What follows belongs to an exercise in optimizing a design on an open flow for small area; a production flow would make more cautious choices.
RTL that was checked went through simulation tests only; none was proved equivalent to the original.
Only the layout flow was run in run 2; the RTL was not checked for function there.

==> flow/design.v, too long to show whole: its modules and the start of the top module <==
// module cpx_multiply: 1394 lines
// module dot_prod_pip: 609 lines
// module arg_max: 55 lines
// module arg_max_gt: 242 lines
// module x_corr: 71 lines
module x_corr #(parameter xi_bits = 12,
                parameter xq_bits = 12,
                parameter yi_bits = 12,
                parameter yq_bits = 12,
                parameter i_bits = 31,
                parameter q_bits = 31,
                parameter length = 102,
                parameter length_counter_bits = 7,
                parameter out_max_bits = 62
                )
   (input clk,
    input                              rst,
    output                             s_axis_tready,
    input [xi_bits - 1:0]              xi,
    input [xq_bits - 1:0]              xq,
    input [yi_bits - 1:0]              yi,
    input [yq_bits - 1:0]              yq,
    input                              m_axis_tvalid,
    input                              m_axis_tready,
    output [out_max_bits - 1:0]        out_max,
    output [length_counter_bits - 1:0] index,
    output                             s_axis_tvalid
    );
  // ...
==> flow/flow/run.sh <==
#!/bin/bash
# Layout flow:
#  1. the standard synthesis (standard.sh synth), unchanged;
#  2. full adders of that netlist given the polarity that needs the fewest
#     inverters between adders, registers and ports (flow/polarity.py --pre),
#     then the combinational logic re-mapped for area by ABC
#     (flow/remap.ys, flow/remap.abc); registers, full/half adders and tie
#     cells keep their instances and names;
#  3. a polarity clean-up (flow/polarity.py): full adders built on
#     complemented signals, and XOR/XNOR swapped, where that saves inverters;
#  4. the standard ORFS layout from that netlist, with one-drive port
#     buffers and a clock tree of small buffers without dummy loads.
# Each tool's output goes to a log file in this folder.
set -euo pipefail
W=$(pwd)
R=$W/orfs/results/$FLOW_PLATFORM/x_corr/base
LIB=$FLOW_HOME/platforms/$FLOW_PLATFORM/lib/sky130_fd_sc_hd__tt_025C_1v80.lib
YOSYS=$(command -v yosys || echo "$FLOW_HOME/../tools/install/yosys/bin/yosys")
PERIOD_PS=$(python3 -c "print(int(round(float('$FLOW_PERIOD_NS') * 1000)))")

bash standard.sh synth > synth.log 2>&1
cp "$R/1_2_yosys.v" "$W/netlist_standard.v"
python3 flow/polarity.py --pre "$W/netlist_standard.v" "$W/netlist_prepol.v" > prepolarity.log 2>&1

sed -e "s|LIBFILE|$LIB|g" -e "s|IN_NETLIST|$W/netlist_prepol.v|" \
    -e "s|OUT_NETLIST|$W/netlist_remap.v|" -e "s|TOPNAME|$FLOW_TOP|" \
    -e "s|ABCSCRIPT|$W/flow/remap.abc|" -e "s|PERIOD_PS|$PERIOD_PS|" \
    flow/remap.ys > remap_run.ys
"$YOSYS" -s remap_run.ys > remap.log 2>&1

python3 flow/polarity.py "$W/netlist_remap.v" "$W/netlist_polarity.v" > polarity.log 2>&1
cp "$W/netlist_polarity.v" "$R/1_2_yosys.v"
rm -f "$R/1_synth.odb" "$R/1_synth.sdc"

bash standard.sh \
  BUFFER_PORTS_ARGS="-buffer_cell sky130_fd_sc_hd__buf_1" \
  CTS_ARGS="-sink_clustering_enable -repair_clock_nets -dont_use_dummy_load -sink_clustering_size 10 -sink_clustering_max_diameter 35 -buf_list {sky130_fd_sc_hd__clkbuf_4}" \
  finish > layout.log 2>&1
==> flow/flow/polarity.py <==
#!/usr/bin/env python3
"""Polarity clean-up of a mapped sky130 netlist (Yosys write_verilog output).

Full adders are self-dual: FA(~a,~b,~c) = (~sum, ~cout). Yosys's full-adder
extraction leaves many inverters between adders. This script chooses, per
full adder, whether to build it on complemented signals, and per XOR/XNOR
gate which of the two to use, so that as few inverters as possible remain.
Registers, ports and all other cells are left as they are. The result is
logically identical to the input netlist.

usage: polarity.py IN.v OUT.v
"""
import re, sys, random
from collections import defaultdict

P = "sky130_fd_sc_hd__"
OUTPINS = {"X", "Y", "Q", "Q_N", "SUM", "COUT", "HI", "LO"}

def esc(n):
    # escaped identifiers end at white space
    return n + " " if n.startswith("\\") else n

PRE = False

def main(src, dst):
    text = open(src).read()
    m = re.search(r"^\s*module\s", text, re.M)
    head_end = None
    cell_re = re.compile(r"^  (\S+) (\\\S+ |\S+) ?\((.*?)\n  \);\n", re.S | re.M)
    pin_re = re.compile(r"\.(\w+)\(([^()]*)\)")
    cells = []
    spans = []
    for mm in cell_re.finditer(text):
        typ, name, body = mm.group(1), mm.group(2).strip(), mm.group(3)
        pins = [(p, n.strip()) for p, n in pin_re.findall(body)]
        cells.append([typ, name, pins])
        spans.append((mm.start(), mm.end()))
    ncell_lines = len(re.findall(r"^  sky130_fd_sc_hd__", text, re.M))
    if not cells or ncell_lines != len(cells):
        # not the netlist format this script knows: leave it unchanged
        print(f"parsed {len(cells)} of {ncell_lines} cells; netlist left unchanged")
        open(dst, "w").write(text)
        return
    # the cells must form one contiguous block
    for (a, b), (c, d) in zip(spans, spans[1:]):
        if text[b:c].strip():
            print("text between cells; netlist left unchanged")
            open(dst, "w").write(text)
            return
    # ports
    ports = set()
    for mm in re.finditer(r"^\s*(input|output)\s+(\[(\d+):(\d+)\]\s*)?(\S+);", text, re.M):
        if mm.group(1) != "output":
            continue
        nm = mm.group(5)
        if mm.group(2):
            hi, lo = int(mm.group(3)), int(mm.group(4))
            for i in range(min(hi, lo), max(hi, lo) + 1):
                ports.add(f"{nm}[{i}]")
        else:
            ports.add(nm)
    isinv = lambda t: t.startswith(P + "inv_") or t.startswith(P + "clkinv_")
    isfa = lambda t: t.startswith(P + "fa_")
    isxor = lambda t: t.startswith(P + "xor2_") or t.startswith(P + "xnor2_")
    isfixed = lambda t: (t.startswith(P + "fa_") or t.startswith(P + "ha_") or
                         "dfxtp" in t or "conb" in t)
    driver = {}
    loads = defaultdict(list)
    for ci, (typ, name, pins) in enumerate(cells):
        for p, n in pins:
            if p in OUTPINS:
                driver[n] = (ci, p)
            else:
                loads[n].append((ci, p))
    # root resolution through inverters
    memo = {}
    def root(n):
        if n in memo:
            return memo[n]
        d = driver.get(n)
        if d is not None and isinv(cells[d[0]][0]):
            inp = dict(cells[d[0]][2])["A"]
            r, q = root(inp)
            res = (r, q ^ 1)
        else:
            res = (n, 0)
        memo[n] = res
        return res
    # inverters that drive ports stay; everything else is rebuilt
    keep_inv = set()
    for ci, (typ, name, pins) in enumerate(cells):
        if isinv(typ):
            out = dict(pins)["Y"]
            if out in ports:
                keep_inv.add(ci)
    # flippable cells: FA (not driving ports), XOR/XNOR (free)
    flip = {}
    fa_cells = []
    for ci, (typ, name, pins) in enumerate(cells):
        if isfa(typ):
            outs = [n for p, n in pins if p in OUTPINS]
            if not any(o in ports for o in outs):
                flip[ci] = 0
                fa_cells.append(ci)
        elif isxor(typ) and not PRE:
            outs = [n for p, n in pins if p in OUTPINS]
            if not any(o in ports for o in outs):
                flip[ci] = 0
    # load requirements: list of (ci, pin, root, parity) for non-inverter loads
    # and kept inverters (which need parity on their input)
    reqs = defaultdict(list)     # root -> list of (ci, pin, q)
    cell_in_roots = defaultdict(list)
    for ci, (typ, name, pins) in enumerate(cells):
        if isinv(typ) and ci not in keep_inv:
            continue
        for p, n in pins:
            if p in OUTPINS:
                continue
            if n.startswith("1'") or n.startswith("0'"):
                continue
            r, q = root(n)
            reqs[r].append((ci, p, q))
            cell_in_roots[ci].append(r)
    for n in ports:
        r, q = root(n)
        d = driver.get(n)
        if d is not None and isinv(cells[d[0]][0]):
            continue  # handled by kept inverter
        if n != r:
            print("port through buffer?", n, r)
    def phys(r):
        d = driver.get(r)
        if d is not None and d[0] in flip and isfa(cells[d[0]][0]):
            return flip[d[0]]
        if d is not None and d[0] in flip and isxor(cells[d[0]][0]):
            return flip[d[0]]
        return 0
    def need_inv(r, cost=True):
        pr = phys(r)
        if PRE and cost:
            d = driver.get(r)
            free_drv = d is not None and not isfixed(cells[d[0]][0])
            seen = set()
            for ci, p, q in reqs[r]:
                t = cells[ci][0]
                if not isfixed(t) and not (ci in keep_inv):
                    continue  # plain logic: absorbs an inversion when mapped again
                f = flip.get(ci, 0) if isfa(t) else 0
                seen.add((q ^ f) != pr)
            if free_drv:
                return 1 if len(seen) == 2 else 0
            return 1 if True in seen else 0
        for ci, p, q in reqs[r]:
            t = cells[ci][0]
            if ci in flip and isxor(t):
                continue  # absorbed
            f = flip.get(ci, 0) if isfa(t) else 0
            if (q ^ f) != pr:
                return 1
        return 0
    def cost_roots(rs):
        return sum(need_inv(r) for r in rs)
    def touched(ci):
        rs = set(cell_in_roots[ci])
        for p, n in cells[ci][2]:
            if p in OUTPINS:
                rs.add(n)
        return rs
    allroots = set(reqs.keys())
    before = cost_roots(allroots)
    flippable = list(flip.keys())
    tt = {ci: touched(ci) for ci in flippable}
    # greedy passes, then simulated annealing, keeping the best assignment
    random.seed(1)
    cur = before
    best = cur
    best_flip = dict(flip)
    it = 0
    T = 0.6
    steps = 400 * len(flippable)
    for step in range(steps):
        ci = flippable[random.randrange(len(flippable))]
        rs = tt[ci]
        c0 = cost_roots(rs)
        flip[ci] ^= 1
        c1 = cost_roots(rs)
        d = c1 - c0
        if d <= 0 or random.random() < pow(2.718, -d / T):
            cur += d
            if cur < best:
                best = cur
                best_flip = dict(flip)
        else:
            flip[ci] ^= 1
        T = max(0.05, 0.6 * (1 - step / steps))
    flip.update(best_flip)
    improved = True
    while improved:
        improved = False
        it += 1
        for ci in flippable:
            rs = tt[ci]
            c0 = cost_roots(rs)
            flip[ci] ^= 1
            if cost_roots(rs) < c0:
                improved = True
            else:
                flip[ci] ^= 1
    after = cost_roots(allroots)
    # rebuild: for each root needing an inverter, one new inverter
    invnet = {}
    newcells = []
    k = 0
    for r in sorted(allroots):
        if need_inv(r, cost=False):
            k += 1
            nn = f"_pol{k}_"
            invnet[r] = nn
            newcells.append((P + "inv_1", f"_polinv{k}_", [("A", r), ("Y", nn)]))
    def conn(ci, p, n):
        r, q = root(n)
        t = cells[ci][0]
        if ci in flip and isxor(t) and not PRE:
            return r
        f = flip.get(ci, 0) if isfa(t) else 0
        if (q ^ f) != phys(r):
            return invnet[r]
        return r
    out_cells = []
    for ci, (typ, name, pins) in enumerate(cells):
        if isinv(typ) and ci not in keep_inv:
            continue
        newpins = []
        if ci in flip and isxor(typ):
            # parity absorbed: xor of physical inputs vs wanted
            par = flip[ci]
            for p, n in pins:
                if p in OUTPINS:
                    newpins.append((p, n))
                    continue
                r, q = root(n)
                par ^= q ^ phys(r)
                newpins.append((p, r))
            base = "xor2_" if typ.startswith(P + "xor2_") else "xnor2_"
            # cell value = base(phys inputs); wanted output physical = true ^ flip
            # true = base(true inputs) = base(phys) ^ (q^phys parity sum)
            isx = (base == "xor2_")
            want_x = isx ^ bool(par)
            drive = typ.split("_")[-1]
            typ2 = P + ("xor2_" if want_x else "xnor2_") + drive
            opin = "X" if want_x else "Y"
            newpins = [((opin if p in OUTPINS else p), n) for p, n in newpins]
            out_cells.append((typ2, name, newpins))
            continue
        for p, n in pins:
            if p in OUTPINS or n.startswith("1'") or n.startswith("0'"):
                newpins.append((p, n))
            else:
                newpins.append((p, conn(ci, p, n)))
        out_cells.append((typ, name, newpins))
    out_cells.extend(newcells)
    # write: header (everything before first cell), declare new wires, cells, endmodule
    first = spans[0][0]
    last = spans[-1][1]
    head = text[:first]
    tail = text[last:]
    decl = "".join(f"  wire _pol{i}_;\n" for i in range(1, k + 1))
    body = []
    for typ, name, pins in out_cells:
        body.append(f"  {typ} {esc(name)} (\n" + ",\n".join(f"    .{p}({esc(n)})" for p, n in pins) + "\n  );\n")
    open(dst, "w").write(head + decl + "".join(body) + tail)
    ninv0 = sum(1 for c in cells if isinv(c[0]))
    print(f"cells {len(cells)}; inverters {ninv0} -> {len(keep_inv) + k}; roots needing inverter {before} -> {after}; passes {it}")
    nfl = sum(1 for ci in fa_cells if flip[ci])
    print(f"full adders flipped: {nfl} of {len(fa_cells)}")

if __name__ == "__main__":
    args = [a for a in sys.argv[1:] if not a.startswith("--")]
    PRE = "--pre" in sys.argv
    main(args[0], args[1])
==> flow/flow/remap.abc <==
strash
dch
map -a
topo
stime -c
buffer -c
upsize -c
dnsize -c
==> flow/flow/remap.ys <==
# Re-map the combinational logic of the standard synthesis netlist for area.
# Registers, full and half adders and tie cells are kept as they are (same
# instances and names); everything else is flattened to gates and mapped
# again by ABC with an area-first script (flow/remap.abc).
read_liberty -ignore_miss_func LIBFILE
read_verilog IN_NETLIST
hierarchy -top TOPNAME
blackbox sky130_fd_sc_hd__fa_1 sky130_fd_sc_hd__ha_1 sky130_fd_sc_hd__dfxtp_1 sky130_fd_sc_hd__edfxtp_1 sky130_fd_sc_hd__conb_1
flatten
rename -hide w:_*
opt_clean -purge
stat
abc -liberty LIBFILE -script ABCSCRIPT -D PERIOD_PS -dont_use sky130_fd_sc_hd__probe_p_8 -dont_use sky130_fd_sc_hd__probec_p_8 -dont_use sky130_fd_sc_hd__lpflow_*
rename -hide w:_*
opt_clean -purge
insbuf -buf sky130_fd_sc_hd__buf_4 A X
stat -liberty LIBFILE
write_verilog -noattr OUT_NETLIST
==> flow/standard.sh <==
#!/bin/bash
# synth_recipe.tcl (not shown) runs the flow's synth.tcl, then flattens the netlist and writes it again
# the make line also repeats each setting of config.mk as NAME=value (left out here)
make -C /OpenROAD-flow-scripts/flow DESIGN_CONFIG=/design/flow/config.mk WORK_HOME=/design/flow/orfs CLKGATE_MAP_FILE= SYNTH_SCRIPT=/design/flow/synth_recipe.tcl "${@:-finish}"
==> flow/config.mk <==
export PLATFORM = sky130hd
export DESIGN_NAME = x_corr
export DESIGN_NICKNAME = x_corr
export VERILOG_FILES = /design/flow/design.v
export SDC_FILE = /design/flow/constraint.sdc
export NUM_CORES = 4
export LEC_CHECK = 0
export ABC_AREA = 1
export CAP_MARGIN = 20
export CORE_MARGIN = 2
export CORE_UTILIZATION = 40
export SLEW_MARGIN = 20
==> flow/constraint.sdc <==
create_clock -name core_clock -period 10.0 [get_ports {clk}]
set_input_delay 2.0000 -clock core_clock [delete_from_list [all_inputs] [get_ports {clk}]]
set_output_delay 2.0000 -clock core_clock [all_outputs]
set_load 0.01 [all_outputs]
==> flow_metrics.py, run 1 <==
metrics = {
    "clock_network": {
        "cts_tree": "built",
        "cts_sinks": 268,
        "postCtsSetupBuffers": 59,
        "holdBufCountCts": 0,
        "clock_latency_ps": 830,
        "clk_pin_slew_ps": 100,
    },
    "timing": {
        "setup_ws_ps": -373,
        "min_period_over_period_pct": 104,
        "setup-violations-final": 67,
        "fin_tns_setup_ps": -18610,
        "holdWs_ps": 478,
    },
    "floorplan": {
        "ios": 123,
        "die_area_mm2": 0.0776,
        "initial_core_util_pct": 40.4,
        "die_y_um": 279,
    },
    "synth": {
        "synth_cells": 3249,
        "synth_area_mm2": 0.0302,
    },
    "layout": {
        "areaGrowthSynthToFinish_pct": 19.6,
        "clock_area_share_pct": 1.37,
        "design.seq.count": 268,
        "nClkBuffers": 66,
        "final_common_cell": "xor2_1",
    },
    "global_routing": {
        "grt_use_met3_pct": 4.22,
        "globalRouteOverflowTotal": 0,
        "grt_pass1_wl_mm": 148,
        "use_met2_pct": 41.3,
    },
    "detailed_routing": {
        "drtAntennaViolNets": 0,
        "wl_per_cell_um": 21.1,
        "dr_wl_met3_mm": 6.91,
        "drc_errors": 0,
    },
    "flow_run": {
        "drv_cap": 0,
    },
    "setup_path": {
        "cp.depth": 69,
        "worst-setup-path-type": "reg -> reg",
        "cp-end-kind": "flop",
        "slowest_delay_ps": 560,
        "rrSetupSlack_ps": -370,
    },
    "outcome": {
        "status": "finished with violations",
        "failed_checks": "negative setup slack",
    },
}
==> run 2, diff against run 1 <==
--- a/flow/design.v
+++ b/flow/design.v
@@ -1403,187 +1403,215 @@
    output [59:0]     nmag,
    output reg [59:0] mag);
    reg [30:0] ore, oim;
    always @(posedge clk)
      if (load) begin
         ore <= re;
         oim <= im;
      end
-   reg [4:0] ore_w;
+   reg [4:0] ore_nw;
    always @(*) begin
-      case (st)
-        4'd1: ore_w = {ore[30], ore[30], ore[29], ore[28], ore[27]};
-        4'd2: ore_w = {ore[27], ore[26], ore[25], ore[24], ore[23]};
-        4'd3: ore_w = {ore[23], ore[22], ore[21], ore[20], ore[19]};
-        4'd4: ore_w = {ore[19], ore[18], ore[17], ore[16], ore[15]};
-        4'd5: ore_w = {ore[15], ore[14], ore[13], ore[12], ore[11]};
-        4'd6: ore_w = {ore[11], ore[10], ore[9], ore[8], ore[7]};
-        4'd7: ore_w = {ore[7], ore[6], ore[5], ore[4], ore[3]};
-        4'd8: ore_w = {ore[3], ore[2], ore[1], ore[0], 1'b0};
-        default: ore_w = 5'd0;
-      endcase
+      if (load)
+        ore_nw = {re[30], re[30], re[29], re[28], re[27]};
+      else
+        case (st)
+          4'd1: ore_nw = {ore[27], ore[26], ore[25], ore[24], ore[23]};
+          4'd2: ore_nw = {ore[23], ore[22], ore[21], ore[20], ore[19]};
+          4'd3: ore_nw = {ore[19], ore[18], ore[17], ore[16], ore[15]};
+          4'd4: ore_nw = {ore[15], ore[14], ore[13], ore[12], ore[11]};
+          4'd5: ore_nw = {ore[11], ore[10], ore[9], ore[8], ore[7]};
+          4'd6: ore_nw = {ore[7], ore[6], ore[5], ore[4], ore[3]};
+          4'd7: ore_nw = {ore[3], ore[2], ore[1], ore[0], 1'b0};
+          default: ore_nw = 5'd0;
+        endcase
    end
-   reg [4:0] oim_w;
+   reg [4:0] oim_nw;
    always @(*) begin
-      case (st)
-        4'd1: oim_w = {oim[30], oim[30], oim[29], oim[28], oim[27]};
-        4'd2: oim_w = {oim[27], oim[26], oim[25], oim[24], oim[23]};
-        4'd3: oim_w = {oim[23], oim[22], oim[21], oim[20], oim[19]};
-        4'd4: oim_w = {oim[19], oim[18], oim[17], oim[16], oim[15]};
-        4'd5: oim_w = {oim[15], oim[14], oim[13], oim[12], oim[11]};
-        4'd6: oim_w = {oim[11], oim[10], oim[9], oim[8], oim[7]};
-        4'd7: oim_w = {oim[7], oim[6], oim[5], oim[4], oim[3]};
-        4'd8: oim_w = {oim[3], oim[2], oim[1], oim[0], 1'b0};
-        default: oim_w = 5'd0;
-      endcase
+      if (load)
+        oim_nw = {im[30], im[30], im[29], im[28], im[27]};
+      else
+        case (st)
+          4'd1: oim_nw = {oim[27], oim[26], oim[25], oim[24], oim[23]};
+          4'd2: oim_nw = {oim[23], oim[22], oim[21], oim[20], oim[19]};
+          4'd3: oim_nw = {oim[19], oim[18], oim[17], oim[16], oim[15]};
+          4'd4: oim_nw = {oim[15], oim[14], oim[13], oim[12], oim[11]};
+          4'd5: oim_nw = {oim[11], oim[10], oim[9], oim[8], oim[7]};
+          4'd6: oim_nw = {oim[7], oim[6], oim[5], oim[4], oim[3]};
+          4'd7: oim_nw = {oim[3], oim[2], oim[1], oim[0], 1'b0};
+          default: oim_nw = 5'd0;
+        endcase
    end
    wire [37:0] low;
-   wire oree0_one = ore_w[1] ^ ore_w[0];
-   wire oree0_two = (ore_w[2] & ~ore_w[1] & ~ore_w[0]) | (~ore_w[2] & ore_w[1] & ore_w[0]);
-   wire oree0_neg = ore_w[2];
-   wire orep0_q0 = (oree0_one & ore[0]) ^ oree0_neg;
-   wire orep0_q1 = ((oree0_one & ore[1]) | (oree0_two & ore[0])) ^ oree0_neg;
-   wire orep0_q2 = ((oree0_one & ore[2]) | (oree0_two & ore[1])) ^ oree0_neg;
-   wire orep0_q3 = ((oree0_one & ore[3]) | (oree0_two & ore[2])) ^ oree0_neg;
-   wire orep0_q4 = ((oree0_one & ore[4]) | (oree0_two & ore[3])) ^ oree0_neg;
-   wire orep0_q5 = ((oree0_one & ore[5]) | (oree0_two & ore[4])) ^ oree0_neg;
-   wire orep0_q6 = ((oree0_one & ore[6]) | (oree0_two & ore[5])) ^ oree0_neg;
-   wire orep0_q7 = ((oree0_one & ore[7]) | (oree0_two & ore[6])) ^ oree0_neg;
-   wire orep0_q8 = ((oree0_one & ore[8]) | (oree0_two & ore[7])) ^ oree0_neg;
-   wire orep0_q9 = ((oree0_one & ore[9]) | (oree0_two & ore[8])) ^ oree0_neg;
-   wire orep0_q10 = ((oree0_one & ore[10]) | (oree0_two & ore[9])) ^ oree0_neg;
-   wire orep0_q11 = ((oree0_one & ore[11]) | (oree0_two & ore[10])) ^ oree0_neg;
-   wire orep0_q12 = ((oree0_one & ore[12]) | (oree0_two & ore[11])) ^ oree0_neg;
-   wire orep0_q13 = ((oree0_one & ore[13]) | (oree0_two & ore[12])) ^ oree0_neg;
-   wire orep0_q14 = ((oree0_one & ore[14]) | (oree0_two & ore[13])) ^ oree0_neg;
-   wire orep0_q15 = ((oree0_one & ore[15]) | (oree0_two & ore[14])) ^ oree0_neg;
-   wire orep0_q16 = ((oree0_one & ore[16]) | (oree0_two & ore[15])) ^ oree0_neg;
-   wire orep0_q17 = ((oree0_one & ore[17]) | (oree0_two & ore[16])) ^ oree0_neg;
-   wire orep0_q18 = ((oree0_one & ore[18]) | (oree0_two & ore[17])) ^ oree0_neg;
-   wire orep0_q19 = ((oree0_one & ore[19]) | (oree0_two & ore[18])) ^ oree0_neg;
-   wire orep0_q20 = ((oree0_one & ore[20]) | (oree0_two & ore[19])) ^ oree0_neg;
-   wire orep0_q21 = ((oree0_one & ore[21]) | (oree0_two & ore[20])) ^ oree0_neg;
-   wire orep0_q22 = ((oree0_one & ore[22]) | (oree0_two & ore[21])) ^ oree0_neg;
-   wire orep0_q23 = ((oree0_one & ore[23]) | (oree0_two & ore[22])) ^ oree0_neg;
-   wire orep0_q24 = ((oree0_one & ore[24]) | (oree0_two & ore[23])) ^ oree0_neg;
-   wire orep0_q25 = ((oree0_one & ore[25]) | (oree0_two & ore[24])) ^ oree0_neg;
-   wire orep0_q26 = ((oree0_one & ore[26]) | (oree0_two & ore[25])) ^ oree0_neg;
-   wire orep0_q27 = ((oree0_one & ore[27]) | (oree0_two & ore[26])) ^ oree0_neg;
-   wire orep0_q28 = ((oree0_one & ore[28]) | (oree0_two & ore[27])) ^ oree0_neg;
-   wire orep0_q29 = ((oree0_one & ore[29]) | (oree0_two & ore[28])) ^ oree0_neg;
-   wire orep0_q30 = ((oree0_one & ore[30]) | (oree0_two & ore[29])) ^ oree0_neg;
-   wire orep0_q31 = ((oree0_one & ore[30]) | (oree0_two & ore[30])) ^ oree0_neg;
-   wire oree1_one = ore_w[3] ^ ore_w[2];
-   wire oree1_two = (ore_w[4] & ~ore_w[3] & ~ore_w[2]) | (~ore_w[4] & ore_w[3] & ore_w[2]);
-   wire oree1_neg = ore_w[4];
-   wire orep1_q0 = (oree1_one & ore[0]) ^ oree1_neg;
-   wire orep1_q1 = ((oree1_one & ore[1]) | (oree1_two & ore[0])) ^ oree1_neg;
-   wire orep1_q2 = ((oree1_one & ore[2]) | (oree1_two & ore[1])) ^ oree1_neg;
-   wire orep1_q3 = ((oree1_one & ore[3]) | (oree1_two & ore[2])) ^ oree1_neg;
-   wire orep1_q4 = ((oree1_one & ore[4]) | (oree1_two & ore[3])) ^ oree1_neg;
-   wire orep1_q5 = ((oree1_one & ore[5]) | (oree1_two & ore[4])) ^ oree1_neg;
-   wire orep1_q6 = ((oree1_one & ore[6]) | (oree1_two & ore[5])) ^ oree1_neg;
-   wire orep1_q7 = ((oree1_one & ore[7]) | (oree1_two & ore[6])) ^ oree1_neg;
-   wire orep1_q8 = ((oree1_one & ore[8]) | (oree1_two & ore[7])) ^ oree1_neg;
-   wire orep1_q9 = ((oree1_one & ore[9]) | (oree1_two & ore[8])) ^ oree1_neg;
-   wire orep1_q10 = ((oree1_one & ore[10]) | (oree1_two & ore[9])) ^ oree1_neg;
-   wire orep1_q11 = ((oree1_one & ore[11]) | (oree1_two & ore[10])) ^ oree1_neg;
-   wire orep1_q12 = ((oree1_one & ore[12]) | (oree1_two & ore[11])) ^ oree1_neg;
-   wire orep1_q13 = ((oree1_one & ore[13]) | (oree1_two & ore[12])) ^ oree1_neg;
-   wire orep1_q14 = ((oree1_one & ore[14]) | (oree1_two & ore[13])) ^ oree1_neg;
-   wire orep1_q15 = ((oree1_one & ore[15]) | (oree1_two & ore[14])) ^ oree1_neg;
-   wire orep1_q16 = ((oree1_one & ore[16]) | (oree1_two & ore[15])) ^ oree1_neg;
-   wire orep1_q17 = ((oree1_one & ore[17]) | (oree1_two & ore[16])) ^ oree1_neg;
-   wire orep1_q18 = ((oree1_one & ore[18]) | (oree1_two & ore[17])) ^ oree1_neg;
-   wire orep1_q19 = ((oree1_one & ore[19]) | (oree1_two & ore[18])) ^ oree1_neg;
-   wire orep1_q20 = ((oree1_one & ore[20]) | (oree1_two & ore[19])) ^ oree1_neg;
-   wire orep1_q21 = ((oree1_one & ore[21]) | (oree1_two & ore[20])) ^ oree1_neg;
-   wire orep1_q22 = ((oree1_one & ore[22]) | (oree1_two & ore[21])) ^ oree1_neg;
-   wire orep1_q23 = ((oree1_one & ore[23]) | (oree1_two & ore[22])) ^ oree1_neg;
-   wire orep1_q24 = ((oree1_one & ore[24]) | (oree1_two & ore[23])) ^ oree1_neg;
-   wire orep1_q25 = ((oree1_one & ore[25]) | (oree1_two & ore[24])) ^ oree1_neg;
-   wire orep1_q26 = ((oree1_one & ore[26]) | (oree1_two & ore[25])) ^ oree1_neg;
-   wire orep1_q27 = ((oree1_one & ore[27]) | (oree1_two & ore[26])) ^ oree1_neg;
-   wire orep1_q28 = ((oree1_one & ore[28]) | (oree1_two & ore[27])) ^ oree1_neg;
-   wire orep1_q29 = ((oree1_one & ore[29]) | (oree1_two & ore[28])) ^ oree1_neg;
-   wire orep1_q30 = ((oree1_one & ore[30]) | (oree1_two & ore[29])) ^ oree1_neg;
-   wire orep1_q31 = ((oree1_one & ore[30]) | (oree1_two & ore[30])) ^ oree1_neg;
-   wire oime0_one = oim_w[1] ^ oim_w[0];
-   wire oime0_two = (oim_w[2] & ~oim_w[1] & ~oim_w[0]) | (~oim_w[2] & oim_w[1] & oim_w[0]);
-   wire oime0_neg = oim_w[2];
-   wire oimp0_q0 = (oime0_one & oim[0]) ^ oime0_neg;
-   wire oimp0_q1 = ((oime0_one & oim[1]) | (oime0_two & oim[0])) ^ oime0_neg;
-   wire oimp0_q2 = ((oime0_one & oim[2]) | (oime0_two & oim[1])) ^ oime0_neg;
-   wire oimp0_q3 = ((oime0_one & oim[3]) | (oime0_two & oim[2])) ^ oime0_neg;
-   wire oimp0_q4 = ((oime0_one & oim[4]) | (oime0_two & oim[3])) ^ oime0_neg;
-   wire oimp0_q5 = ((oime0_one & oim[5]) | (oime0_two & oim[4])) ^ oime0_neg;
-   wire oimp0_q6 = ((oime0_one & oim[6]) | (oime0_two & oim[5])) ^ oime0_neg;
-   wire oimp0_q7 = ((oime0_one & oim[7]) | (oime0_two & oim[6])) ^ oime0_neg;
-   wire oimp0_q8 = ((oime0_one & oim[8]) | (oime0_two & oim[7])) ^ oime0_neg;
-   wire oimp0_q9 = ((oime0_one & oim[9]) | (oime0_two & oim[8])) ^ oime0_neg;
-   wire oimp0_q10 = ((oime0_one & oim[10]) | (oime0_two & oim[9])) ^ oime0_neg;
-   wire oimp0_q11 = ((oime0_one & oim[11]) | (oime0_two & oim[10])) ^ oime0_neg;
-   wire oimp0_q12 = ((oime0_one & oim[12]) | (oime0_two & oim[11])) ^ oime0_neg;
-   wire oimp0_q13 = ((oime0_one & oim[13]) | (oime0_two & oim[12])) ^ oime0_neg;
-   wire oimp0_q14 = ((oime0_one & oim[14]) | (oime0_two & oim[13])) ^ oime0_neg;
-   wire oimp0_q15 = ((oime0_one & oim[15]) | (oime0_two & oim[14])) ^ oime0_neg;
-   wire oimp0_q16 = ((oime0_one & oim[16]) | (oime0_two & oim[15])) ^ oime0_neg;
-   wire oimp0_q17 = ((oime0_one & oim[17]) | (oime0_two & oim[16])) ^ oime0_neg;
-   wire oimp0_q18 = ((oime0_one & oim[18]) | (oime0_two & oim[17])) ^ oime0_neg;
-   wire oimp0_q19 = ((oime0_one & oim[19]) | (oime0_two & oim[18])) ^ oime0_neg;
-   wire oimp0_q20 = ((oime0_one & oim[20]) | (oime0_two & oim[19])) ^ oime0_neg;
-   wire oimp0_q21 = ((oime0_one & oim[21]) | (oime0_two & oim[20])) ^ oime0_neg;
-   wire oimp0_q22 = ((oime0_one & oim[22]) | (oime0_two & oim[21])) ^ oime0_neg;
-   wire oimp0_q23 = ((oime0_one & oim[23]) | (oime0_two & oim[22])) ^ oime0_neg;
-   wire oimp0_q24 = ((oime0_one & oim[24]) | (oime0_two & oim[23])) ^ oime0_neg;
-   wire oimp0_q25 = ((oime0_one & oim[25]) | (oime0_two & oim[24])) ^ oime0_neg;
-   wire oimp0_q26 = ((oime0_one & oim[26]) | (oime0_two & oim[25])) ^ oime0_neg;
-   wire oimp0_q27 = ((oime0_one & oim[27]) | (oime0_two & oim[26])) ^ oime0_neg;
-   wire oimp0_q28 = ((oime0_one & oim[28]) | (oime0_two & oim[27])) ^ oime0_neg;
-   wire oimp0_q29 = ((oime0_one & oim[29]) | (oime0_two & oim[28])) ^ oime0_neg;
-   wire oimp0_q30 = ((oime0_one & oim[30]) | (oime0_two & oim[29])) ^ oime0_neg;
-   wire oimp0_q31 = ((oime0_one & oim[30]) | (oime0_two & oim[30])) ^ oime0_neg;
-   wire oime1_one = oim_w[3] ^ oim_w[2];
-   wire oime1_two = (oim_w[4] & ~oim_w[3] & ~oim_w[2]) | (~oim_w[4] & oim_w[3] & oim_w[2]);
-   wire oime1_neg = oim_w[4];
-   wire oimp1_q0 = (oime1_one & oim[0]) ^ oime1_neg;
-   wire oimp1_q1 = ((oime1_one & oim[1]) | (oime1_two & oim[0])) ^ oime1_neg;
-   wire oimp1_q2 = ((oime1_one & oim[2]) | (oime1_two & oim[1])) ^ oime1_neg;
-   wire oimp1_q3 = ((oime1_one & oim[3]) | (oime1_two & oim[2])) ^ oime1_neg;
-   wire oimp1_q4 = ((oime1_one & oim[4]) | (oime1_two & oim[3])) ^ oime1_neg;
-   wire oimp1_q5 = ((oime1_one & oim[5]) | (oime1_two & oim[4])) ^ oime1_neg;
-   wire oimp1_q6 = ((oime1_one & oim[6]) | (oime1_two & oim[5])) ^ oime1_neg;
-   wire oimp1_q7 = ((oime1_one & oim[7]) | (oime1_two & oim[6])) ^ oime1_neg;
-   wire oimp1_q8 = ((oime1_one & oim[8]) | (oime1_two & oim[7])) ^ oime1_neg;
-   wire oimp1_q9 = ((oime1_one & oim[9]) | (oime1_two & oim[8])) ^ oime1_neg;
-   wire oimp1_q10 = ((oime1_one & oim[10]) | (oime1_two & oim[9])) ^ oime1_neg;
-   wire oimp1_q11 = ((oime1_one & oim[11]) | (oime1_two & oim[10])) ^ oime1_neg;
-   wire oimp1_q12 = ((oime1_one & oim[12]) | (oime1_two & oim[11])) ^ oime1_neg;
-   wire oimp1_q13 = ((oime1_one & oim[13]) | (oime1_two & oim[12])) ^ oime1_neg;
-   wire oimp1_q14 = ((oime1_one & oim[14]) | (oime1_two & oim[13])) ^ oime1_neg;
-   wire oimp1_q15 = ((oime1_one & oim[15]) | (oime1_two & oim[14])) ^ oime1_neg;
-   wire oimp1_q16 = ((oime1_one & oim[16]) | (oime1_two & oim[15])) ^ oime1_neg;
-   wire oimp1_q17 = ((oime1_one & oim[17]) | (oime1_two & oim[16])) ^ oime1_neg;
-   wire oimp1_q18 = ((oime1_one & oim[18]) | (oime1_two & oim[17])) ^ oime1_neg;
-   wire oimp1_q19 = ((oime1_one & oim[19]) | (oime1_two & oim[18])) ^ oime1_neg;
-   wire oimp1_q20 = ((oime1_one & oim[20]) | (oime1_two & oim[19])) ^ oime1_neg;
-   wire oimp1_q21 = ((oime1_one & oim[21]) | (oime1_two & oim[20])) ^ oime1_neg;
-   wire oimp1_q22 = ((oime1_one & oim[22]) | (oime1_two & oim[21])) ^ oime1_neg;
-   wire oimp1_q23 = ((oime1_one & oim[23]) | (oime1_two & oim[22])) ^ oime1_neg;
-   wire oimp1_q24 = ((oime1_one & oim[24]) | (oime1_two & oim[23])) ^ oime1_neg;
-   wire oimp1_q25 = ((oime1_one & oim[25]) | (oime1_two & oim[24])) ^ oime1_neg;
-   wire oimp1_q26 = ((oime1_one & oim[26]) | (oime1_two & oim[25])) ^ oime1_neg;
-   wire oimp1_q27 = ((oime1_one & oim[27]) | (oime1_two & oim[26])) ^ oime1_neg;
-   wire oimp1_q28 = ((oime1_one & oim[28]) | (oime1_two & oim[27])) ^ oime1_neg;
-   wire oimp1_q29 = ((oime1_one & oim[29]) | (oime1_two & oim[28])) ^ oime1_neg;
-   wire oimp1_q30 = ((oime1_one & oim[30]) | (oime1_two & oim[29])) ^ oime1_neg;
-   wire oimp1_q31 = ((oime1_one & oim[30]) | (oime1_two & oim[30])) ^ oime1_neg;
-   wire ms1 = orep0_q2 ^ orep1_q0 ^ oree1_neg;
-   wire mc1 = (orep0_q2 & orep1_q0) | (orep0_q2 & oree1_neg) | (orep1_q0 & oree1_neg);
+   wire oren0_one = ore_nw[1] ^ ore_nw[0];
+   wire oren0_two = (ore_nw[2] & ~ore_nw[1] & ~ore_nw[0]) | (~ore_nw[2] & ore_nw[1] & ore_nw[0]);
+   wire oren0_neg = ore_nw[2];
+   reg orer0_one;
+   always @(posedge clk) orer0_one <= oren0_one;
+   reg orer0_two;
+   always @(posedge clk) orer0_two <= oren0_two;
+   reg orer0_neg;
+   always @(posedge clk) orer0_neg <= oren0_neg;
+   wire orep0_q0 = (orer0_one & ore[0]) ^ orer0_neg;
+   wire orep0_q1 = ((orer0_one & ore[1]) | (orer0_two & ore[0])) ^ orer0_neg;
+   wire orep0_q2 = ((orer0_one & ore[2]) | (orer0_two & ore[1])) ^ orer0_neg;
+   wire orep0_q3 = ((orer0_one & ore[3]) | (orer0_two & ore[2])) ^ orer0_neg;
+   wire orep0_q4 = ((orer0_one & ore[4]) | (orer0_two & ore[3])) ^ orer0_neg;
+   wire orep0_q5 = ((orer0_one & ore[5]) | (orer0_two & ore[4])) ^ orer0_neg;
+   wire orep0_q6 = ((orer0_one & ore[6]) | (orer0_two & ore[5])) ^ orer0_neg;
+   wire orep0_q7 = ((orer0_one & ore[7]) | (orer0_two & ore[6])) ^ orer0_neg;
+   wire orep0_q8 = ((orer0_one & ore[8]) | (orer0_two & ore[7])) ^ orer0_neg;
+   wire orep0_q9 = ((orer0_one & ore[9]) | (orer0_two & ore[8])) ^ orer0_neg;
+   wire orep0_q10 = ((orer0_one & ore[10]) | (orer0_two & ore[9])) ^ orer0_neg;
+   wire orep0_q11 = ((orer0_one & ore[11]) | (orer0_two & ore[10])) ^ orer0_neg;
+   wire orep0_q12 = ((orer0_one & ore[12]) | (orer0_two & ore[11])) ^ orer0_neg;
+   wire orep0_q13 = ((orer0_one & ore[13]) | (orer0_two & ore[12])) ^ orer0_neg;
+   wire orep0_q14 = ((orer0_one & ore[14]) | (orer0_two & ore[13])) ^ orer0_neg;
+   wire orep0_q15 = ((orer0_one & ore[15]) | (orer0_two & ore[14])) ^ orer0_neg;
+   wire orep0_q16 = ((orer0_one & ore[16]) | (orer0_two & ore[15])) ^ orer0_neg;
+   wire orep0_q17 = ((orer0_one & ore[17]) | (orer0_two & ore[16])) ^ orer0_neg;
+   wire orep0_q18 = ((orer0_one & ore[18]) | (orer0_two & ore[17])) ^ orer0_neg;
+   wire orep0_q19 = ((orer0_one & ore[19]) | (orer0_two & ore[18])) ^ orer0_neg;
+   wire orep0_q20 = ((orer0_one & ore[20]) | (orer0_two & ore[19])) ^ orer0_neg;
+   wire orep0_q21 = ((orer0_one & ore[21]) | (orer0_two & ore[20])) ^ orer0_neg;
+   wire orep0_q22 = ((orer0_one & ore[22]) | (orer0_two & ore[21])) ^ orer0_neg;
+   wire orep0_q23 = ((orer0_one & ore[23]) | (orer0_two & ore[22])) ^ orer0_neg;
+   wire orep0_q24 = ((orer0_one & ore[24]) | (orer0_two & ore[23])) ^ orer0_neg;
+   wire orep0_q25 = ((orer0_one & ore[25]) | (orer0_two & ore[24])) ^ orer0_neg;
+   wire orep0_q26 = ((orer0_one & ore[26]) | (orer0_two & ore[25])) ^ orer0_neg;
+   wire orep0_q27 = ((orer0_one & ore[27]) | (orer0_two & ore[26])) ^ orer0_neg;
+   wire orep0_q28 = ((orer0_one & ore[28]) | (orer0_two & ore[27])) ^ orer0_neg;
+   wire orep0_q29 = ((orer0_one & ore[29]) | (orer0_two & ore[28])) ^ orer0_neg;
+   wire orep0_q30 = ((orer0_one & ore[30]) | (orer0_two & ore[29])) ^ orer0_neg;
+   wire orep0_q31 = ((orer0_one & ore[30]) | (orer0_two & ore[30])) ^ orer0_neg;
+   wire oren1_one = ore_nw[3] ^ ore_nw[2];
+   wire oren1_two = (ore_nw[4] & ~ore_nw[3] & ~ore_nw[2]) | (~ore_nw[4] & ore_nw[3] & ore_nw[2]);
+   wire oren1_neg = ore_nw[4];
+   reg orer1_one;
+   always @(posedge clk) orer1_one <= oren1_one;
+   reg orer1_two;
+   always @(posedge clk) orer1_two <= oren1_two;
+   reg orer1_neg;
+   always @(posedge clk) orer1_neg <= oren1_neg;
+   wire orep1_q0 = (orer1_one & ore[0]) ^ orer1_neg;
+   wire orep1_q1 = ((orer1_one & ore[1]) | (orer1_two & ore[0])) ^ orer1_neg;
+   wire orep1_q2 = ((orer1_one & ore[2]) | (orer1_two & ore[1])) ^ orer1_neg;
+   wire orep1_q3 = ((orer1_one & ore[3]) | (orer1_two & ore[2])) ^ orer1_neg;
+   wire orep1_q4 = ((orer1_one & ore[4]) | (orer1_two & ore[3])) ^ orer1_neg;
+   wire orep1_q5 = ((orer1_one & ore[5]) | (orer1_two & ore[4])) ^ orer1_neg;
+   wire orep1_q6 = ((orer1_one & ore[6]) | (orer1_two & ore[5])) ^ orer1_neg;
+   wire orep1_q7 = ((orer1_one & ore[7]) | (orer1_two & ore[6])) ^ orer1_neg;
+   wire orep1_q8 = ((orer1_one & ore[8]) | (orer1_two & ore[7])) ^ orer1_neg;
+   wire orep1_q9 = ((orer1_one & ore[9]) | (orer1_two & ore[8])) ^ orer1_neg;
+   wire orep1_q10 = ((orer1_one & ore[10]) | (orer1_two & ore[9])) ^ orer1_neg;
+   wire orep1_q11 = ((orer1_one & ore[11]) | (orer1_two & ore[10])) ^ orer1_neg;
+   wire orep1_q12 = ((orer1_one & ore[12]) | (orer1_two & ore[11])) ^ orer1_neg;
+   wire orep1_q13 = ((orer1_one & ore[13]) | (orer1_two & ore[12])) ^ orer1_neg;
+   wire orep1_q14 = ((orer1_one & ore[14]) | (orer1_two & ore[13])) ^ orer1_neg;
+   wire orep1_q15 = ((orer1_one & ore[15]) | (orer1_two & ore[14])) ^ orer1_neg;
+   wire orep1_q16 = ((orer1_one & ore[16]) | (orer1_two & ore[15])) ^ orer1_neg;
+   wire orep1_q17 = ((orer1_one & ore[17]) | (orer1_two & ore[16])) ^ orer1_neg;
+   wire orep1_q18 = ((orer1_one & ore[18]) | (orer1_two & ore[17])) ^ orer1_neg;
+   wire orep1_q19 = ((orer1_one & ore[19]) | (orer1_two & ore[18])) ^ orer1_neg;
+   wire orep1_q20 = ((orer1_one & ore[20]) | (orer1_two & ore[19])) ^ orer1_neg;
+   wire orep1_q21 = ((orer1_one & ore[21]) | (orer1_two & ore[20])) ^ orer1_neg;
+   wire orep1_q22 = ((orer1_one & ore[22]) | (orer1_two & ore[21])) ^ orer1_neg;
+   wire orep1_q23 = ((orer1_one & ore[23]) | (orer1_two & ore[22])) ^ orer1_neg;
+   wire orep1_q24 = ((orer1_one & ore[24]) | (orer1_two & ore[23])) ^ orer1_neg;
+   wire orep1_q25 = ((orer1_one & ore[25]) | (orer1_two & ore[24])) ^ orer1_neg;
+   wire orep1_q26 = ((orer1_one & ore[26]) | (orer1_two & ore[25])) ^ orer1_neg;
+   wire orep1_q27 = ((orer1_one & ore[27]) | (orer1_two & ore[26])) ^ orer1_neg;
+   wire orep1_q28 = ((orer1_one & ore[28]) | (orer1_two & ore[27])) ^ orer1_neg;
+   wire orep1_q29 = ((orer1_one & ore[29]) | (orer1_two & ore[28])) ^ orer1_neg;
+   wire orep1_q30 = ((orer1_one & ore[30]) | (orer1_two & ore[29])) ^ orer1_neg;
+   wire orep1_q31 = ((orer1_one & ore[30]) | (orer1_two & ore[30])) ^ orer1_neg;
+   wire oimn0_one = oim_nw[1] ^ oim_nw[0];
+   wire oimn0_two = (oim_nw[2] & ~oim_nw[1] & ~oim_nw[0]) | (~oim_nw[2] & oim_nw[1] & oim_nw[0]);
+   wire oimn0_neg = oim_nw[2];
+   reg oimr0_one;
+   always @(posedge clk) oimr0_one <= oimn0_one;
+   reg oimr0_two;
+   always @(posedge clk) oimr0_two <= oimn0_two;
+   reg oimr0_neg;
+   always @(posedge clk) oimr0_neg <= oimn0_neg;
+   wire oimp0_q0 = (oimr0_one & oim[0]) ^ oimr0_neg;
+   wire oimp0_q1 = ((oimr0_one & oim[1]) | (oimr0_two & oim[0])) ^ oimr0_neg;
+   wire oimp0_q2 = ((oimr0_one & oim[2]) | (oimr0_two & oim[1])) ^ oimr0_neg;
+   wire oimp0_q3 = ((oimr0_one & oim[3]) | (oimr0_two & oim[2])) ^ oimr0_neg;
+   wire oimp0_q4 = ((oimr0_one & oim[4]) | (oimr0_two & oim[3])) ^ oimr0_neg;
+   wire oimp0_q5 = ((oimr0_one & oim[5]) | (oimr0_two & oim[4])) ^ oimr0_neg;
+   wire oimp0_q6 = ((oimr0_one & oim[6]) | (oimr0_two & oim[5])) ^ oimr0_neg;
+   wire oimp0_q7 = ((oimr0_one & oim[7]) | (oimr0_two & oim[6])) ^ oimr0_neg;
+   wire oimp0_q8 = ((oimr0_one & oim[8]) | (oimr0_two & oim[7])) ^ oimr0_neg;
+   wire oimp0_q9 = ((oimr0_one & oim[9]) | (oimr0_two & oim[8])) ^ oimr0_neg;
+   wire oimp0_q10 = ((oimr0_one & oim[10]) | (oimr0_two & oim[9])) ^ oimr0_neg;
+   wire oimp0_q11 = ((oimr0_one & oim[11]) | (oimr0_two & oim[10])) ^ oimr0_neg;
+   wire oimp0_q12 = ((oimr0_one & oim[12]) | (oimr0_two & oim[11])) ^ oimr0_neg;
+   wire oimp0_q13 = ((oimr0_one & oim[13]) | (oimr0_two & oim[12])) ^ oimr0_neg;
+   wire oimp0_q14 = ((oimr0_one & oim[14]) | (oimr0_two & oim[13])) ^ oimr0_neg;
+   wire oimp0_q15 = ((oimr0_one & oim[15]) | (oimr0_two & oim[14])) ^ oimr0_neg;
+   wire oimp0_q16 = ((oimr0_one & oim[16]) | (oimr0_two & oim[15])) ^ oimr0_neg;
+   wire oimp0_q17 = ((oimr0_one & oim[17]) | (oimr0_two & oim[16])) ^ oimr0_neg;
+   wire oimp0_q18 = ((oimr0_one & oim[18]) | (oimr0_two & oim[17])) ^ oimr0_neg;
+   wire oimp0_q19 = ((oimr0_one & oim[19]) | (oimr0_two & oim[18])) ^ oimr0_neg;
+   wire oimp0_q20 = ((oimr0_one & oim[20]) | (oimr0_two & oim[19])) ^ oimr0_neg;
+   wire oimp0_q21 = ((oimr0_one & oim[21]) | (oimr0_two & oim[20])) ^ oimr0_neg;
+   wire oimp0_q22 = ((oimr0_one & oim[22]) | (oimr0_two & oim[21])) ^ oimr0_neg;
+   wire oimp0_q23 = ((oimr0_one & oim[23]) | (oimr0_two & oim[22])) ^ oimr0_neg;
+   wire oimp0_q24 = ((oimr0_one & oim[24]) | (oimr0_two & oim[23])) ^ oimr0_neg;
+   wire oimp0_q25 = ((oimr0_one & oim[25]) | (oimr0_two & oim[24])) ^ oimr0_neg;
+   wire oimp0_q26 = ((oimr0_one & oim[26]) | (oimr0_two & oim[25])) ^ oimr0_neg;
+   wire oimp0_q27 = ((oimr0_one & oim[27]) | (oimr0_two & oim[26])) ^ oimr0_neg;
+   wire oimp0_q28 = ((oimr0_one & oim[28]) | (oimr0_two & oim[27])) ^ oimr0_neg;
+   wire oimp0_q29 = ((oimr0_one & oim[29]) | (oimr0_two & oim[28])) ^ oimr0_neg;
+   wire oimp0_q30 = ((oimr0_one & oim[30]) | (oimr0_two & oim[29])) ^ oimr0_neg;
+   wire oimp0_q31 = ((oimr0_one & oim[30]) | (oimr0_two & oim[30])) ^ oimr0_neg;
+   wire oimn1_one = oim_nw[3] ^ oim_nw[2];
+   wire oimn1_two = (oim_nw[4] & ~oim_nw[3] & ~oim_nw[2]) | (~oim_nw[4] & oim_nw[3] & oim_nw[2]);
+   wire oimn1_neg = oim_nw[4];
+   reg oimr1_one;
+   always @(posedge clk) oimr1_one <= oimn1_one;
+   reg oimr1_two;
+   always @(posedge clk) oimr1_two <= oimn1_two;
+   reg oimr1_neg;
+   always @(posedge clk) oimr1_neg <= oimn1_neg;
+   wire oimp1_q0 = (oimr1_one & oim[0]) ^ oimr1_neg;
+   wire oimp1_q1 = ((oimr1_one & oim[1]) | (oimr1_two & oim[0])) ^ oimr1_neg;
+   wire oimp1_q2 = ((oimr1_one & oim[2]) | (oimr1_two & oim[1])) ^ oimr1_neg;
+   wire oimp1_q3 = ((oimr1_one & oim[3]) | (oimr1_two & oim[2])) ^ oimr1_neg;
+   wire oimp1_q4 = ((oimr1_one & oim[4]) | (oimr1_two & oim[3])) ^ oimr1_neg;
+   wire oimp1_q5 = ((oimr1_one & oim[5]) | (oimr1_two & oim[4])) ^ oimr1_neg;
+   wire oimp1_q6 = ((oimr1_one & oim[6]) | (oimr1_two & oim[5])) ^ oimr1_neg;
+   wire oimp1_q7 = ((oimr1_one & oim[7]) | (oimr1_two & oim[6])) ^ oimr1_neg;
+   wire oimp1_q8 = ((oimr1_one & oim[8]) | (oimr1_two & oim[7])) ^ oimr1_neg;
+   wire oimp1_q9 = ((oimr1_one & oim[9]) | (oimr1_two & oim[8])) ^ oimr1_neg;
+   wire oimp1_q10 = ((oimr1_one & oim[10]) | (oimr1_two & oim[9])) ^ oimr1_neg;
+   wire oimp1_q11 = ((oimr1_one & oim[11]) | (oimr1_two & oim[10])) ^ oimr1_neg;
+   wire oimp1_q12 = ((oimr1_one & oim[12]) | (oimr1_two & oim[11])) ^ oimr1_neg;
+   wire oimp1_q13 = ((oimr1_one & oim[13]) | (oimr1_two & oim[12])) ^ oimr1_neg;
+   wire oimp1_q14 = ((oimr1_one & oim[14]) | (oimr1_two & oim[13])) ^ oimr1_neg;
+   wire oimp1_q15 = ((oimr1_one & oim[15]) | (oimr1_two & oim[14])) ^ oimr1_neg;
+   wire oimp1_q16 = ((oimr1_one & oim[16]) | (oimr1_two & oim[15])) ^ oimr1_neg;
+   wire oimp1_q17 = ((oimr1_one & oim[17]) | (oimr1_two & oim[16])) ^ oimr1_neg;
+   wire oimp1_q18 = ((oimr1_one & oim[18]) | (oimr1_two & oim[17])) ^ oimr1_neg;
+   wire oimp1_q19 = ((oimr1_one & oim[19]) | (oimr1_two & oim[18])) ^ oimr1_neg;
+   wire oimp1_q20 = ((oimr1_one & oim[20]) | (oimr1_two & oim[19])) ^ oimr1_neg;
+   wire oimp1_q21 = ((oimr1_one & oim[21]) | (oimr1_two & oim[20])) ^ oimr1_neg;
+   wire oimp1_q22 = ((oimr1_one & oim[22]) | (oimr1_two & oim[21])) ^ oimr1_neg;
+   wire oimp1_q23 = ((oimr1_one & oim[23]) | (oimr1_two & oim[22])) ^ oimr1_neg;
+   wire oimp1_q24 = ((oimr1_one & oim[24]) | (oimr1_two & oim[23])) ^ oimr1_neg;
+   wire oimp1_q25 = ((oimr1_one & oim[25]) | (oimr1_two & oim[24])) ^ oimr1_neg;
+   wire oimp1_q26 = ((oimr1_one & oim[26]) | (oimr1_two & oim[25])) ^ oimr1_neg;
+   wire oimp1_q27 = ((oimr1_one & oim[27]) | (oimr1_two & oim[26])) ^ oimr1_neg;
+   wire oimp1_q28 = ((oimr1_one & oim[28]) | (oimr1_two & oim[27])) ^ oimr1_neg;
+   wire oimp1_q29 = ((oimr1_one & oim[29]) | (oimr1_two & oim[28])) ^ oimr1_neg;
+   wire oimp1_q30 = ((oimr1_one & oim[30]) | (oimr1_two & oim[29])) ^ oimr1_neg;
+   wire oimp1_q31 = ((oimr1_one & oim[30]) | (oimr1_two & oim[30])) ^ oimr1_neg;
+   wire ms1 = orep0_q2 ^ orep1_q0 ^ orer1_neg;
+   wire mc1 = (orep0_q2 & orep1_q0) | (orep0_q2 & orer1_neg) | (orep1_q0 & orer1_neg);
    wire ms2 = orep0_q3 ^ orep1_q1;
    wire mc2 = orep0_q3 & orep1_q1;
    wire ms3 = mag[0] ^ orep0_q4 ^ orep1_q2;
    wire mc3 = (mag[0] & orep0_q4) | (mag[0] & orep1_q2) | (orep0_q4 & orep1_q2);
    wire ms4 = mag[1] ^ orep0_q5 ^ orep1_q3;
    wire mc4 = (mag[1] & orep0_q5) | (mag[1] & orep1_q3) | (orep0_q5 & orep1_q3);
    wire ms5 = mag[2] ^ orep0_q6 ^ orep1_q4;
    wire mc5 = (mag[2] & orep0_q6) | (mag[2] & orep1_q4) | (orep0_q6 & orep1_q4);
@@ -1636,18 +1664,18 @@
    wire ms29 = mag[26] ^ orep0_q30 ^ orep1_q28;
    wire mc29 = (mag[26] & orep0_q30) | (mag[26] & orep1_q28) | (orep0_q30 & orep1_q28);
    wire ms30 = mag[27] ^ ~orep0_q31 ^ orep1_q29;
    wire mc30 = (mag[27] & ~orep0_q31) | (mag[27] & orep1_q29) | (~orep0_q31 & orep1_q29);
    wire ms31 = mag[28] ^ orep1_q30;
    wire mc31 = mag[28] & orep1_q30;
    wire ms32 = mag[29] ^ ~orep1_q31;
    wire mc32 = mag[29] & ~orep1_q31;
-   wire ms33 = orep0_q0 ^ oree0_neg;
-   wire mc33 = orep0_q0 & oree0_neg;
+   wire ms33 = orep0_q0 ^ orer0_neg;
+   wire mc33 = orep0_q0 & orer0_neg;
    wire ms34 = ms1 ^ oimp0_q2;
    wire mc34 = ms1 & oimp0_q2;
    wire ms35 = mc1 ^ ms2 ^ oimp0_q3;
    wire mc35 = (mc1 & ms2) | (mc1 & oimp0_q3) | (ms2 & oimp0_q3);
    wire ms36 = mc2 ^ ms3 ^ oimp0_q4;
    wire mc36 = (mc2 & ms3) | (mc2 & oimp0_q4) | (ms3 & oimp0_q4);
    wire ms37 = mc3 ^ ms4 ^ oimp0_q5;
    wire mc37 = (mc3 & ms4) | (mc3 & oimp0_q5) | (ms4 & oimp0_q5);
@@ -1706,18 +1734,18 @@
    wire ms64 = mc30 ^ ms31 ^ oimp1_q30;
    wire mc64 = (mc30 & ms31) | (mc30 & oimp1_q30) | (ms31 & oimp1_q30);
    wire ms65 = mc31 ^ ms32 ^ ~oimp1_q31;
    wire mc65 = (mc31 & ms32) | (mc31 & ~oimp1_q31) | (ms32 & ~oimp1_q31);
    wire ms66 = ms33 ^ oimp0_q0;
    wire mc66 = ms33 & oimp0_q0;
    wire ms67 = mc33 ^ orep0_q1 ^ oimp0_q1;
    wire mc67 = (mc33 & orep0_q1) | (mc33 & oimp0_q1) | (orep0_q1 & oimp0_q1);
-   wire ms68 = ms34 ^ oimp1_q0 ^ oime1_neg;
-   wire mc68 = (ms34 & oimp1_q0) | (ms34 & oime1_neg) | (oimp1_q0 & oime1_neg);
+   wire ms68 = ms34 ^ oimp1_q0 ^ oimr1_neg;
+   wire mc68 = (ms34 & oimp1_q0) | (ms34 & oimr1_neg) | (oimp1_q0 & oimr1_neg);
    wire ms69 = mc34 ^ ms35 ^ oimp1_q1;
    wire mc69 = (mc34 & ms35) | (mc34 & oimp1_q1) | (ms35 & oimp1_q1);
    wire ms70 = mc35 ^ ms36 ^ oimp1_q2;
    wire mc70 = (mc35 & ms36) | (mc35 & oimp1_q2) | (ms36 & oimp1_q2);
    wire ms71 = mc36 ^ ms37 ^ oimp1_q3;
    wire mc71 = (mc36 & ms37) | (mc36 & oimp1_q3) | (ms37 & oimp1_q3);
    wire ms72 = mc37 ^ ms38 ^ oimp1_q4;
    wire mc72 = (mc37 & ms38) | (mc37 & oimp1_q4) | (ms38 & oimp1_q4);
@@ -1774,18 +1802,18 @@
    wire ms98 = mc63 ^ ms64 ^ 1'b1;
    wire mc98 = (mc63 & ms64) | (mc63 & 1'b1) | (ms64 & 1'b1);
    wire ms99 = mc64 ^ ms65 ^ 1'b1;
    wire mc99 = (mc64 & ms65) | (mc64 & 1'b1) | (ms65 & 1'b1);
    wire ms100 = mc65 ^ mc32 ^ mag[30];
    wire mc100 = (mc65 & mc32) | (mc65 & mag[30]) | (mc32 & mag[30]);
    wire ms101 = mag[31] ^ 1'b1;
    wire mc101 = mag[31] & 1'b1;
-   wire mkg0_0 = ms66 & oime0_neg;
-   wire mkp0_0 = ms66 ^ oime0_neg;
+   wire mkg0_0 = ms66 & oimr0_neg;
+   wire mkp0_0 = ms66 ^ oimr0_neg;
    wire mkg1_0 = mc66 & ms67;
    wire mkp1_0 = mc66 ^ ms67;
    wire mkg2_0 = mc67 & ms68;
    wire mkp2_0 = mc67 ^ ms68;
    wire mkg3_0 = mc68 & ms69;
    wire mkp3_0 = mc68 ^ ms69;
    wire mkg4_0 = mc69 & ms70;
    wire mkp4_0 = mc69 ^ ms70;
==> run 2 against run 1 <==
  * The run now finishes clean
  * Routed wire length decreased by 3.5%
  * Die area increased by 1.6%
==> flow_metrics.py, run 2 <==
metrics = {
    "clock_network": {
        "clockBufferDepth": 3,
        "clock_latency_ps": 810,
        "htreeDepth": 3,
        "cts_buffers": 72,
        "clk_pin_slew_ps": 90,
        "holdBufCountCts": 0,
        "root_buffer": "clkbuf_4",
        "cts_tree": "built",
        "cts_sinks": 280,
    },
    "hold_path": {
        "hp-start": "am.omax[46]",
        "holdPathEnd": "am.omax[46]",
        "min_path_cells": 2,
        "min-delay-path-class": "reg -> reg",
    },
    "detailed_routing": {
        "dr_wl_met3_mm": 6.79,
        "first_pass_iters": 14,
        "wl_per_cell_um": 21.0,
        "dr_wl_met2_mm": 44.0,
        "num_vias": 24759,
        "drt_iter0_drc": 1613,
        "drt-vias-per-instance": 5.49,
        "top_layer": "met5",
        "drc_errors": 0,
        "wirelength_mm": 94.6,
        "drtAntennaViolNets": 0,
        "wl_met1_mm": 39.7,
    },
    "setup_path": {
        "cp.arrival_ps": 9900,
        "worstPathRequired_ps": 10680,
        "cp-end-kind": "flop",
        "worstRegToRegCells": 56,
        "slowest_delay_ps": 550,
        "critical_path_peak_fanout": 10,
        "cpMostUsedCell": "inv_1",
        "rrSetupSlack_ps": 780,
        "r2r_start": "mg.ore[3]",
        "worst-setup-path-type": "reg -> reg",
        "r2r_end": "am.omax[59]",
        "slowest_stage": "fa_1",
        "startpoint_type": "flop",
    },
    "place": {
        "dp_hpwl_mm": 73.8,
        "gp_congestion": 0.968,
        "placed_area_mm2": 0.0328,
        "pre_cts_slack_ps": -22.4,
        "post-place-cells": 4424,
        "port_buffers": 120,
    },
    "timing": {
        "timing.fmax_mhz": 108,
        "relSlewSlack_pct": 29.8,
        "hold_viol_final": 0,
        "rsz0062_at_grt": "false",
        "report.final.slew_viol_count": 0,
        "tightestPinTransition_ps": 1050,
        "clock_skew_ps": 120,
        "period_needed_ps": 9220,
        "setup_ws_ps": 781,
        "holdWs_ps": 473,
        "min_period_over_period_pct": 92.2,
        "setup-violations-final": 0,
    },
    "synth": {
        "ys.warnings.count": 3,
        "synth_cells": 3304,
        "syn_avg_cell_area_um2": 9.28,
        "synth_area_mm2": 0.0307,
    },
    "floorplan": {
        "die_y_um": 281,
        "rows": 101,
        "initial_core_util_pct": 40.4,
        "die_w_um": 281,
        "core_mm2": 0.0759,
        "die_area_mm2": 0.0789,
        "ios": 123,
    },
    "layout": {
        "final_cell_mix": "xor2_1, inv_1, fa_1, o22ai_1, dfxtp_1",
        "drive_gt1_share_pct": 8.02,
        "fin_area_mm2": 0.0335,
        "nets": 4150,
        "areaGrowthSynthToFinish_pct": 9.26,
        "instances_no_fill": 4510,
        "largest_reg_flops": 60,
        "regMostFlops": "am.omax",
        "reg_top3": "am.omax x60, mg.mag x56",
    },
    "global_routing": {
        "globalRouteOverflowTotal": 0,
        "grt_pass1_vias": 25554,
        "antenna_found_initial": 5,
        "grt_use_total_pct": 24.4,
        "grt_pass1_wl_mm": 147,
        "grt_max_degree": 75,
    },
    "flow_run": {
        "drv_cap": 0,
    },
    "outcome": {
        "status": "finished clean",
    },
}
-- run 2: worst max-delay path, delay by kind of cell (launching register included) --
family	cells	cell delay (ps)
and+or+nand+nor	25	3440
adders and majority gates	6	2080
AOI/OAI and AO/OA	13	1940
buffers and inverters	11	1050
DFF	1	400
xor gates and xnor gates	1	150
-- run 2: stage by stage --
stage | TNS, ps | util, %
2_1_floorplan | 0 | -
3_3_place_gp | 0 | 43.2
3_5_place_dp | -30.0 | 43.2
4_1_cts | 0 | 43.9
5_1_grt | 0 | 44.1
6_report | 0 | 44.1
-- run 2: routing by layer --
metal	vias up	global-route usage, %
met4	4	11.1
met3	225	4.55
met2	1007	39.9
met5	-	0
met1	12044	31.3
li1	11479	-
-- run 2: how the worst max path moves through the flow --
| stage | start | end | slack, ps | cells after the start |
|---|---|---|---|---|
| after detailed placement | mg.orer1_one | am.omax[59] | -20 | 54 |
| after floorplan | m_axis_tvalid | mg.orer0_two | 920 | 36 |
| final | mg.ore[3] | am.omax[59] | 780 | 56 |
| after global routing | mg.ore[3] | am.omax[59] | 20 | 56 |
| after CTS | mg.ore[3] | am.omax[50] | 90 | 52 |
| after global placement | mg.orer0_one | am.omax[59] | 140 | 54 |
-- run 2: final cells by class --
| cell class | count | area [µm²] |
|---|---|---|
| inverter | 432 | 1630 |
| multi-input combinational | 2441 | 22300 |
| antenna | 3 | 7.51 |
| timing repair buffer | 251 | 1480 |
| sequential | 280 | 6230 |
| timing repair inverter | 1 | 7.51 |
| clock buffer | 72 | 541 |
| fill | 7478 | 42500 |
| tap | 1030 | 1290 |
-- run 2: repair_timing --
action                                  4_1_cts  5_1_grt
pin swaps                                     0        6
buffers inserted                              0       10
endpoints found under the setup margin       12       67
resized for setup                             1       24
gates cloned                                  0        1

## static timing again, ports no longer ideal
In the flow no input, the clock included, has a driving cell. The finished layouts below were timed again as built, in two steps. Step 1 (the two cells are an assumption about what drives the block):
set clk [get_ports {clk}]
set_driving_cell -lib_cell sky130_fd_sc_hd__clkbuf_16 $clk
set_driving_cell -lib_cell sky130_fd_sc_hd__buf_2 [delete_from_list [all_inputs] $clk]
Step 2 also shifts input and output timing later by t, the mid clock arrival at the registers, as if the neighbouring blocks saw the same clock. Slacks: ideal / step 1 / step 2; pairs: ideal / step 1.
| run | shift t [ns] | slack for setup (ns) | clock arrival spread, ns | cell pins on the clock port's net |
|---|---|---|---|---|
| run 1 | 0.826 | -0.373 / -0.373 / -0.373 | 0.119 / 0.119 | 1 |
| run 2 | 0.820 | 0.781 / 0.781 / 0.361 | 0.120 / 0.121 | 1 |
The setup slack of run 2, which loses most, moves by 0.000 ns with the drivers and by -0.420 ns with both steps.
